Source: an optimization exercise on an open RTL-to-GDS flow (aim: small area, a short achievable clock period and few clock cycles per item). Production flows keep margins and buffers that such runs may drop. The RTL was checked by simulation tests, not by an equivalence proof against the original design. Power and IR drop assume default switching activity.

Design cnm_top, start of the top module:
module cnm_top (
    input  logic               clk,
    input  logic               rst,
    input  logic               in_valid,
    input  logic signed [7:0]  rea,
    input  logic signed [7:0]  ima,
    input  logic signed [7:0]  req,
    input  logic signed [7:0]  imq,
    output logic               out_valid,
    output logic signed [15:0] rep,
    output logic signed [15:0] imp
);
Size: roughly 820 cells after synthesis, ~68 I/O pins.
Settings: LEC_CHECK=0, CAP_MARGIN=20, CORE_MARGIN=2, CORE_UTILIZATION=40, CTS_BUF_LIST=sky130_fd_sc_hd__clkbuf_4 sky130_fd_sc_hd__clkbuf_8, SETUP_SLACK_MARGIN=4.4, SLEW_MARGIN=20, SYNTH_HIERARCHICAL=1; clock period 7.0 ns.
standard.sh (not shown) runs the stock make flow with config.mk's settings and CLKGATE_MAP_FILE= SYNTH_SCRIPT=/design/flow/synth_recipe.tcl, a recipe that flattens the netlist after the stock synthesis.
==> flow/flow/run.sh <==
#!/bin/bash
# Own layout flow: the standard flow (standard synthesis, same steps and
# settings) with these changes:
#  - after the floorplan step, combinational cells that synthesis mapped at a
#    larger drive strength are set back to drive strength 1 (downsize.tcl);
#    the standard repair steps that follow upsize where timing needs it;
#  - the port buffers are the small sky130 buf_1 cell instead of the delay
#    cell buffer_ports picks by default (every input and output port still
#    gets its own buffer; repair may resize them);
#  - clock tree synthesis adds no dummy loads.
set -euo pipefail
export BUFFER_PORTS_ARGS="-buffer_cell sky130_fd_sc_hd__buf_1"
export CTS_ARGS="-sink_clustering_enable -repair_clock_nets -dont_use_dummy_load -buf_list {sky130_fd_sc_hd__clkbuf_4 sky130_fd_sc_hd__clkbuf_8}"
bash standard.sh floorplan > flow_make_floorplan.log 2>&1
RESULTS=orfs/results/$FLOW_PLATFORM/cnm_top/base \
LIB=$FLOW_HOME/platforms/$FLOW_PLATFORM/lib/sky130_fd_sc_hd__tt_025C_1v80.lib \
  openroad -no_init -exit flow/downsize.tcl > downsize.log 2>&1
touch orfs/results/$FLOW_PLATFORM/cnm_top/base/2_floorplan.odb
bash standard.sh > flow_make.log 2>&1
==> flow/flow/downsize.tcl <==
# Set every combinational cell of the synthesized, floorplanned design to its
# drive-strength-1 variant (same function and footprint family). The flow's
# later repair steps upsize again where timing needs it. Registers, clock and
# tap cells are left alone.
set results $::env(RESULTS)
read_liberty $::env(LIB)
read_db $results/2_floorplan.odb
set n 0
foreach inst [get_cells *] {
  set ref [get_property $inst ref_name]
  if {![regexp {^(sky130_fd_sc_hd__([a-z0-9]+))_([0-9]+)$} $ref -> base fn drive]} continue
  if {$drive <= 1} continue
  if {[regexp {^(df|ed|sd|dl|clk|tap|fill|decap|conb|probe|lpflow|buf|inv|bufinv|dly)} $fn]} continue
  set lc [get_lib_cells -quiet ${base}_1]
  if {$lc eq ""} continue
  replace_cell $inst $lc
  incr n
}
puts "downsized $n cells"
write_db $results/2_floorplan.odb
The starting point passed the timing, DRC and antenna checks.
Testbench counts at the start, summed over its fixed seeds: cycles 16,024, items 16,000.
Edit:
==> flow/flow/run.sh (replaced) <==
#!/bin/bash
# Own layout flow: the standard flow (standard synthesis, same steps and
# settings) with two changes:
#  - the port buffers are the small sky130 buf_1 cell instead of the delay
#    cell buffer_ports picks by default (every input and output port still
#    gets its own buffer; repair may resize them);
#  - clock tree synthesis adds no dummy loads.
set -euo pipefail
export BUFFER_PORTS_ARGS="-buffer_cell sky130_fd_sc_hd__buf_1"
export CTS_ARGS="-sink_clustering_enable -repair_clock_nets -dont_use_dummy_load -buf_list {sky130_fd_sc_hd__clkbuf_8}"
bash standard.sh > flow_make.log 2>&1
- SETUP_SLACK_MARGIN: 4.4 -> 4.5
removed: flow/flow/downsize.tcl
The new run produced a clean layout.
Maximum frequency came out higher by a few percent.
Final cell count came out higher slightly.
Combinational power stays flat.
Edit:
--- a/flow/flow/run.sh
+++ b/flow/flow/run.sh
@@ -10 +10 @@
-export CTS_ARGS="-sink_clustering_enable -repair_clock_nets -dont_use_dummy_load -buf_list {sky130_fd_sc_hd__clkbuf_8}"
+export CTS_ARGS="-sink_clustering_enable -repair_clock_nets -dont_use_dummy_load -buf_list {sky130_fd_sc_hd__clkbuf_4 sky130_fd_sc_hd__clkbuf_8}"
- SETUP_SLACK_MARGIN: 4.5 -> 4.8
The changed run completed with no timing, DRC or antenna violations.
Count of clock-buffer cells in the layout stays the same.
Flip-flop and latch count stays the same.
Power went up by roughly a tenth.
Setup slack gets better by 0.083 ns.
Utilization went up by 6.1 points.
Sequential share of layout area went down by 3.5 points.
Global-route usage went up by 1.4 points.
Non-clock buffer count went up by 86.
Design area went up by about a fifth.
Wire length went up by roughly a tenth.
Edit:
--- a/flow/flow/run.sh
+++ b/flow/flow/run.sh
@@ -3 +3,4 @@
-# settings) with two changes:
+# settings) with these changes:
+#  - after the floorplan step, combinational cells that synthesis mapped at a
+#    larger drive strength are set back to drive strength 1 (downsize.tcl);
+#    the standard repair steps that follow upsize where timing needs it;
@@ -10,0 +14,5 @@
+bash standard.sh floorplan > flow_make_floorplan.log 2>&1
+RESULTS=orfs/results/$FLOW_PLATFORM/cnm_top/base \
+LIB=$FLOW_HOME/platforms/$FLOW_PLATFORM/lib/sky130_fd_sc_hd__tt_025C_1v80.lib \
+  openroad -no_init -exit flow/downsize.tcl > downsize.log 2>&1
+touch orfs/results/$FLOW_PLATFORM/cnm_top/base/2_floorplan.odb
==> flow/flow/downsize.tcl (new file) <==
# Set every combinational cell of the synthesized, floorplanned design to its
# drive-strength-1 variant (same function and footprint family). The flow's
# later repair steps upsize again where timing needs it. Registers, clock and
# tap cells are left alone.
set results $::env(RESULTS)
read_liberty $::env(LIB)
read_db $results/2_floorplan.odb
set n 0
foreach inst [get_cells *] {
  set ref [get_property $inst ref_name]
  if {![regexp {^(sky130_fd_sc_hd__([a-z0-9]+))_([0-9]+)$} $ref -> base fn drive]} continue
  if {$drive <= 1} continue
  if {[regexp {^(df|ed|sd|dl|clk|tap|fill|decap|conb|probe|lpflow|buf|inv|bufinv|dly)} $fn]} continue
  set lc [get_lib_cells -quiet ${base}_1]
  if {$lc eq ""} continue
  replace_cell $inst $lc
  incr n
}
puts "downsized $n cells"
write_db $results/2_floorplan.odb
- SETUP_SLACK_MARGIN: 4.8 -> 4.6
After rerunning: Hold slack improves by 0.020 ns. Wire length goes down by about 13%. Critical path depth goes down by 1. Combinational power goes down by about 13%.
Edit:
==> flow/flow/run.sh (replaced) <==
#!/bin/bash
# Own layout flow: the standard flow (standard synthesis, same steps and
# settings) with two changes:
#  - the port buffers are the small sky130 buf_1 cell instead of the delay
#    cell buffer_ports picks by default (every input and output port still
#    gets its own buffer; repair may resize them);
#  - clock tree synthesis adds no dummy loads.
set -euo pipefail
export BUFFER_PORTS_ARGS="-buffer_cell sky130_fd_sc_hd__buf_1"
export CTS_ARGS="-sink_clustering_enable -repair_clock_nets -dont_use_dummy_load -buf_list {sky130_fd_sc_hd__clkbuf_4 sky130_fd_sc_hd__clkbuf_8}"
bash standard.sh > flow_make.log 2>&1
- SETUP_SLACK_MARGIN: 4.6 -> 4.3
removed: flow/flow/downsize.tcl
Effect: The new run finished clean. Register-to-register slack gets worse by 0.24 ns. Wire length rises by 0.79%. Power falls by 1.8%. Fmax falls by 9.2%. Global-route usage rises by 0.96 points. Critical path depth stays the same. Combinational power falls by about 4%.

## static timing again, ports no longer ideal
The flow's constraints put no driver on any port. The routed layouts listed below were extracted and timed again, unchanged, in two steps. Step 1 assumes that a clkbuf_16 drives the clock port and a buf_2 every other input. Step 2, shift: input delay + t, output delay - t, t = (earliest + latest rising clock arrival at the registers) / 2. This alone moves slack from input paths to output paths. a / b / c = ideal ports / drivers / drivers and shift; a / b = the first two.
run	shift t [ns]	setup slack, ns	worst hold slack (ns)	clock arrival spread, ns	worst slew at a driven data input, ns
the first run	0.473	4.487 / 4.487 / 4.487	0.333 / 0.333 / 0.333	0.035 / 0.034	0.03
the second run	0.492	4.597 / 4.597 / 4.597	0.316 / 0.316 / 0.316	0.021 / 0.021	0.03
the third run	0.490	4.679 / 4.656 / 4.679	0.313 / 0.313 / 0.313	0.029 / 0.029	0.04
the fourth run	0.473	4.649 / 4.632 / 4.649	0.333 / 0.333 / 0.333	0.035 / 0.035	0.03
the fifth run	0.488	4.412 / 4.412 / 4.412	0.316 / 0.316 / 0.316	0.021 / 0.022	0.03
After both steps every run listed still meets setup and hold.
